Context: an optimization exercise on an open-source flow, tuned for small area, a short achievable clock period and few clock cycles per item. The choices shown serve that exercise and are no tape-out recipe.
In this exercise RTL edits were held to simulation tests only and were not proved equivalent to the original.

Setup of the previous run:
==> module exponential, before the edit <==
module exponential(input clk, rst, start, input [15:0] _x, output done,
                   output [1:0] intpart, output [15:0] fracpart);
	reg [3:0] st;           
	reg idle;               
	reg sh1, sh2, term;     
	reg [15:0] b, t;
	reg [17:0] b3;          
	reg [17:0] r;
	wire go = idle & start;
	wire [3:0] nst = go ? 4'd1 : (idle | st == 4'd9) ? 4'd0 : st + 4'd1;
	always @(posedge clk or posedge rst) begin
		if (rst) begin
			st   <= 4'd0;
			idle <= 1'b1;
		end else begin
			st   <= nst;
			idle <= (nst == 4'd0);
		end
	end
	always @(posedge clk) begin
		sh1  <= (nst == 4'd1);                                
		sh2  <= (nst == 4'd4);                                
		term <= (nst == 4'd1) | (nst == 4'd2) | (nst == 4'd4) |
		        (nst == 4'd5) | (nst == 4'd7) | (nst == 4'd9);  
	end
	reg [15:0] bn;
	always @(*) begin
		case (nst)
			4'd3:    bn = 16'h5555;
			4'd6:    bn = 16'h3333;
			4'd8:    bn = 16'h2AAA;
			default: bn = _x;
		endcase
	end
	reg [17:0] bn3;
	always @(*) begin
		case (nst)
			4'd3:    bn3 = 18'h0FFFF;    
			4'd6:    bn3 = 18'h09999;    
			4'd8:    bn3 = 18'h07FFE;    
			default: bn3 = {2'b00, _x} + {1'b0, _x, 1'b0};
		endcase
	end
	always @(posedge clk)
		b3 <= bn3;
	wire [15:0] ph;                      
	mul16 mul(.a(t), .b(b), .b3(b3), .hi(ph));
	wire [15:0] tn = sh1 ? {1'b0,  ph[15:1]} :
	                 sh2 ? {2'b00, ph[15:2]} : ph;
	wire [15:0] t1 = (_x[15:1] == 15'd0) ? 16'd0 : _x - 16'd2;
	wire [6:0] u6 = t[6:0];
	reg [3:0] t7;
	always @(*) begin
		if (u6 >= 7'd85) t7 = 4'd12;
		else if (u6 >= 7'd78) t7 = 4'd11;
		else if (u6 >= 7'd71) t7 = 4'd10;
		else if (u6 >= 7'd64) t7 = 4'd9;
		else if (u6 >= 7'd57) t7 = 4'd8;
		else if (u6 >= 7'd50) t7 = 4'd7;
		else if (u6 >= 7'd43) t7 = 4'd6;
		else if (u6 >= 7'd36) t7 = 4'd5;
		else if (u6 >= 7'd29) t7 = 4'd4;
		else if (u6 >= 7'd22) t7 = 4'd3;
		else if (u6 >= 7'd15) t7 = 4'd2;
		else if (u6 >= 7'd8) t7 = 4'd1;
		else t7 = 4'd0;
	end
	reg t8;                 
	always @(*) begin
		case (t7)
			4'd9:    t8 = b >= 16'd58255;
			4'd10:   t8 = b >= 16'd52429;
			4'd11:   t8 = b >= 16'd47663;
			4'd12:   t8 = b >= 16'd43691;
			default: t8 = 1'b0;
		endcase
	end
	wire [15:0] addb = idle ? {12'd0, t7} : t;
	wire [17:0] sum  = r + {2'b00, addb} + {17'd0, idle & t8};
	always @(posedge clk) begin
		if (go) begin
			b <= bn;
			t <= t1;
			r <= 18'h0FFFF;
		end else if (!idle) begin
			b <= bn;
			t <= tn;
			if (term)
				r <= sum;
		end
	end
	assign done = idle;
	assign {intpart, fracpart} = sum;
endmodule
clock: 9.0 ns
lec_check: 0
cap_margin: 20
core_margin: 2
core_utilization: 40
place_density: 0.6
setup_slack_margin: 3
slew_margin: 20
synth_hierarchical: 1
synth_minimum_keep_size: 0
run.sh (not shown) runs the stock make flow with config.mk's settings and CLKGATE_MAP_FILE= SYNTH_SCRIPT=/design/flow/synth_recipe.tcl, a recipe that flattens the netlist after the stock synthesis.
Testbench counts of the previous run, summed over its fixed seeds: cycles 12,006, items 1,200.
Inputs modified between the previous run and the current run:
--- a/flow/design.v
+++ b/flow/design.v
@@ -440,26 +440,29 @@
 	always @(*) begin
 		case (t7)
 			4'd9:    t8 = b >= 16'd58255;
 			4'd10:   t8 = b >= 16'd52429;
 			4'd11:   t8 = b >= 16'd47663;
 			4'd12:   t8 = b >= 16'd43691;
+			4'd13:   t8 = b >= 16'd40330;
+			4'd14:   t8 = b >= 16'd37450;
+			4'd15:   t8 = b >= 16'd34953;
 			default: t8 = 1'b0;
 		endcase
 	end
-	wire [15:0] addb = idle ? {12'd0, t7} : t;
-	wire [17:0] sum  = r + {2'b00, addb} + {17'd0, idle & t8};
 	always @(posedge clk) begin
 		if (go) begin
 			b <= bn;
 			t <= t1;
 			r <= 18'h0FFFF;
 		end else if (!idle) begin
 			b <= bn;
 			t <= tn;
 			if (term)
-				r <= sum;
+				r <= r + {2'b00, t};
 		end
 	end
+	wire [4:0]  lo = {1'b0, r[3:0]} + {1'b0, t7} + {4'd0, t8};
+	wire [13:0] hi = lo[4] ? r[17:4] + 14'd1 : r[17:4];
 	assign done = idle;
-	assign {intpart, fracpart} = sum;
+	assign {intpart, fracpart} = {hi, lo[3:0]};
 endmodule
### Flow results
Clock slew seen by the registers of the worst setup and hold paths delta for the current run relative to the previous run: 20 ps higher. met2 layer wire length in the routed design was higher in the run labelled the current run. In the current run relative to the previous run, number of cells on the worst reg-to-reg path had gone down by a little under 10%. The clock skew of the current run was inferior to that of the previous run. Post-synthesis average cell area in the current run vs the previous run: down 1.9%. Worst hold path depth in the current run is 1 higher than in the previous run. Worst endpoint required time on the current run is up relative to the previous run. When the final numbers for the previous run and the current run were put side by side, the worst path setup slack after routing turned out to be greater in the current run. Re via count: the previous run was lower than the current run. Relative to the previous run, multi-input gate area in the final layout has decreased by 0.89% in the current run. Per the comparison of the current run with the previous run, final-layout clock buffer total -6, count of buffer and inverter cells on the critical path decreased 1, transition time at the pin with the least slew margin grew by 13 ps.
Testbench counts of the current run, summed over its fixed seeds: cycles 12,006, items 1,200.

========
Another version of the RTL of exponential (not shown whole).
For scale: ~38 I/O pins, ~9600 sq um of cells after synthesis.
Settings: LEC_CHECK=0, ABC_AREA=1, CAP_MARGIN=20, CORE_MARGIN=2, CORE_UTILIZATION=40, PLACE_DENSITY=0.6, SETUP_SLACK_MARGIN=3.5, SLEW_MARGIN=20, SYNTH_HIERARCHICAL=1, SYNTH_MINIMUM_KEEP_SIZE=0; clock period 9.0 ns.
Testbench counts at the start, summed over its fixed seeds: cycles 12,006, items 1,200.
Edit:
--- a/flow/design.v
+++ b/flow/design.v
@@ -630,21 +630,31 @@
 		else if (u6 >= 7'd36) t7 = 4'd5;
 		else if (u6 >= 7'd29) t7 = 4'd4;
 		else if (u6 >= 7'd22) t7 = 4'd3;
 		else if (u6 >= 7'd15) t7 = 4'd2;
 		else if (u6 >= 7'd8) t7 = 4'd1;
 		else t7 = 4'd0;
 	end
-	wire t8 = b >= 16'd62481;
-	wire [15:0] addb = idle ? {12'd0, t7} : t;
-	wire cin = idle & t8;
-	wire [18:0] ra_a = {r, cin};
-	wire [18:0] ra_b = {2'b00, addb, cin};
-	wire [18:0] ra_p = ra_a ^ ra_b;
-	wire [18:0] ra_g = ra_a & ra_b;
+	reg t8;                 
+	always @(*) begin
+		case (t7)
+			4'd9:    t8 = b >= 16'd58255;
+			4'd10:   t8 = b >= 16'd52429;
+			4'd11:   t8 = b >= 16'd47663;
+			4'd12:   t8 = b >= 16'd43691;
+			4'd13:   t8 = b >= 16'd40330;
+			4'd14:   t8 = b >= 16'd37450;
+			4'd15:   t8 = b >= 16'd34953;
+			default: t8 = 1'b0;
+		endcase
+	end
+	wire [17:0] ra_a = r;
+	wire [17:0] ra_b = {2'b00, t};
+	wire [17:0] ra_p = ra_a ^ ra_b;
+	wire [17:0] ra_g = ra_a & ra_b;
 	wire ra_G1 = ra_g[1] | (ra_p[1] & ra_g[0]);
 	wire ra_P1 = ra_p[1] & ra_p[0];
 	wire ra_G2 = ra_g[3] | (ra_p[3] & ra_g[2]);
 	wire ra_P2 = ra_p[3] & ra_p[2];
 	wire ra_G3 = ra_g[5] | (ra_p[5] & ra_g[4]);
 	wire ra_P3 = ra_p[5] & ra_p[4];
 	wire ra_G4 = ra_g[7] | (ra_p[7] & ra_g[6]);
@@ -695,25 +705,23 @@
 	wire ra_P26 = ra_p[10] & ra_P19;
 	wire ra_G27 = ra_g[12] | (ra_p[12] & ra_G17);
 	wire ra_P27 = ra_p[12] & ra_P17;
 	wire ra_G28 = ra_g[14] | (ra_p[14] & ra_G20);
 	wire ra_P28 = ra_p[14] & ra_P20;
 	wire ra_G29 = ra_g[16] | (ra_p[16] & ra_G16);
 	wire ra_P29 = ra_p[16] & ra_P16;
-	wire ra_G30 = ra_g[18] | (ra_p[18] & ra_G21);
-	wire ra_P30 = ra_p[18] & ra_P21;
-	wire [18:0] rs0 = ra_p ^ {ra_G21, ra_G29, ra_G16, ra_G28, ra_G20, ra_G27, ra_G17, ra_G26, ra_G19, ra_G25, ra_G14, ra_G24, ra_G18, ra_G23, ra_G10, ra_G22, ra_G1, ra_g[0], 1'b0};
-	wire [17:0] racc = rs0[18:1];
+	wire [17:0] racc = ra_p ^ {ra_G29, ra_G16, ra_G28, ra_G20, ra_G27, ra_G17, ra_G26, ra_G19, ra_G25, ra_G14, ra_G24, ra_G18, ra_G23, ra_G10, ra_G22, ra_G1, ra_g[0], 1'b0};
 	always @(posedge clk) begin
 		if (go | !idle) begin
 			b <= bn;
-			t[6:0] <= tn[6:0];
+			t <= tn;
 		end
-		t[15:7] <= tn[15:7];         
 		if (go)
 			r <= 18'h0FFFF;
 		else if (term)
 			r <= racc;
 	end
+	wire [4:0]  lo = {1'b0, r[3:0]} + {1'b0, t7} + {4'd0, t8};
+	wire [13:0] hi = lo[4] ? r[17:4] + 14'd1 : r[17:4];
 	assign done = idle;
-	assign {intpart, fracpart} = racc;
+	assign {intpart, fracpart} = {hi, lo[3:0]};
 endmodule
The new run ran to the end with no violations.
Via count is higher by 4.4%.
Cell area climbs by 4.9%.
Routed wire length rises by 0.75%.
Non-clock buffer count went up by 16.
Count of clock-buffer cells in the layout is unchanged.
Die area grows by 3.7%.
Synthesized cell count increases by 3.4%.
Hold slack gains 0.0096 ns.
Register-to-register slack got worse by 0.31 ns.
Utilization went up by 0.62 points.
Testbench counts after the change, summed over its fixed seeds: cycles 12,006, items 1,200.

re-timing with driven ports:
No port has a modelled driver above. Below, the same layouts with a new extraction and two added sets of constraints. Step 1 sets driving cells, clkbuf_16 on the clock port and buf_2 on the other inputs (assumed; they add their load-dependent delay and slew). Step 2 also shifts input and output timing later by t, the mid clock arrival at the registers, as if the neighbouring blocks saw the same clock. Slacks: ideal ports / drivers / drivers and shift; pairs: ideal ports / drivers.
run | shift t [ns] | setup slack, ns | cell pins on the clock port's net
the previous run | 0.386 | 2.623 / 2.582 / 2.968 | 1
the current run | 0.399 | 3.081 / 3.081 / 3.081 | 1
the first run of note 2 | 0.371 | 3.494 / 3.459 / 3.431 | 1
the second run of note 2 | 0.378 | 3.207 / 3.207 / 3.181 | 1
After both steps every run listed still meets setup and hold. The setup slack of the first run of note 2, which loses most, moves by -0.035 ns with the drivers and by -0.063 ns with both steps.
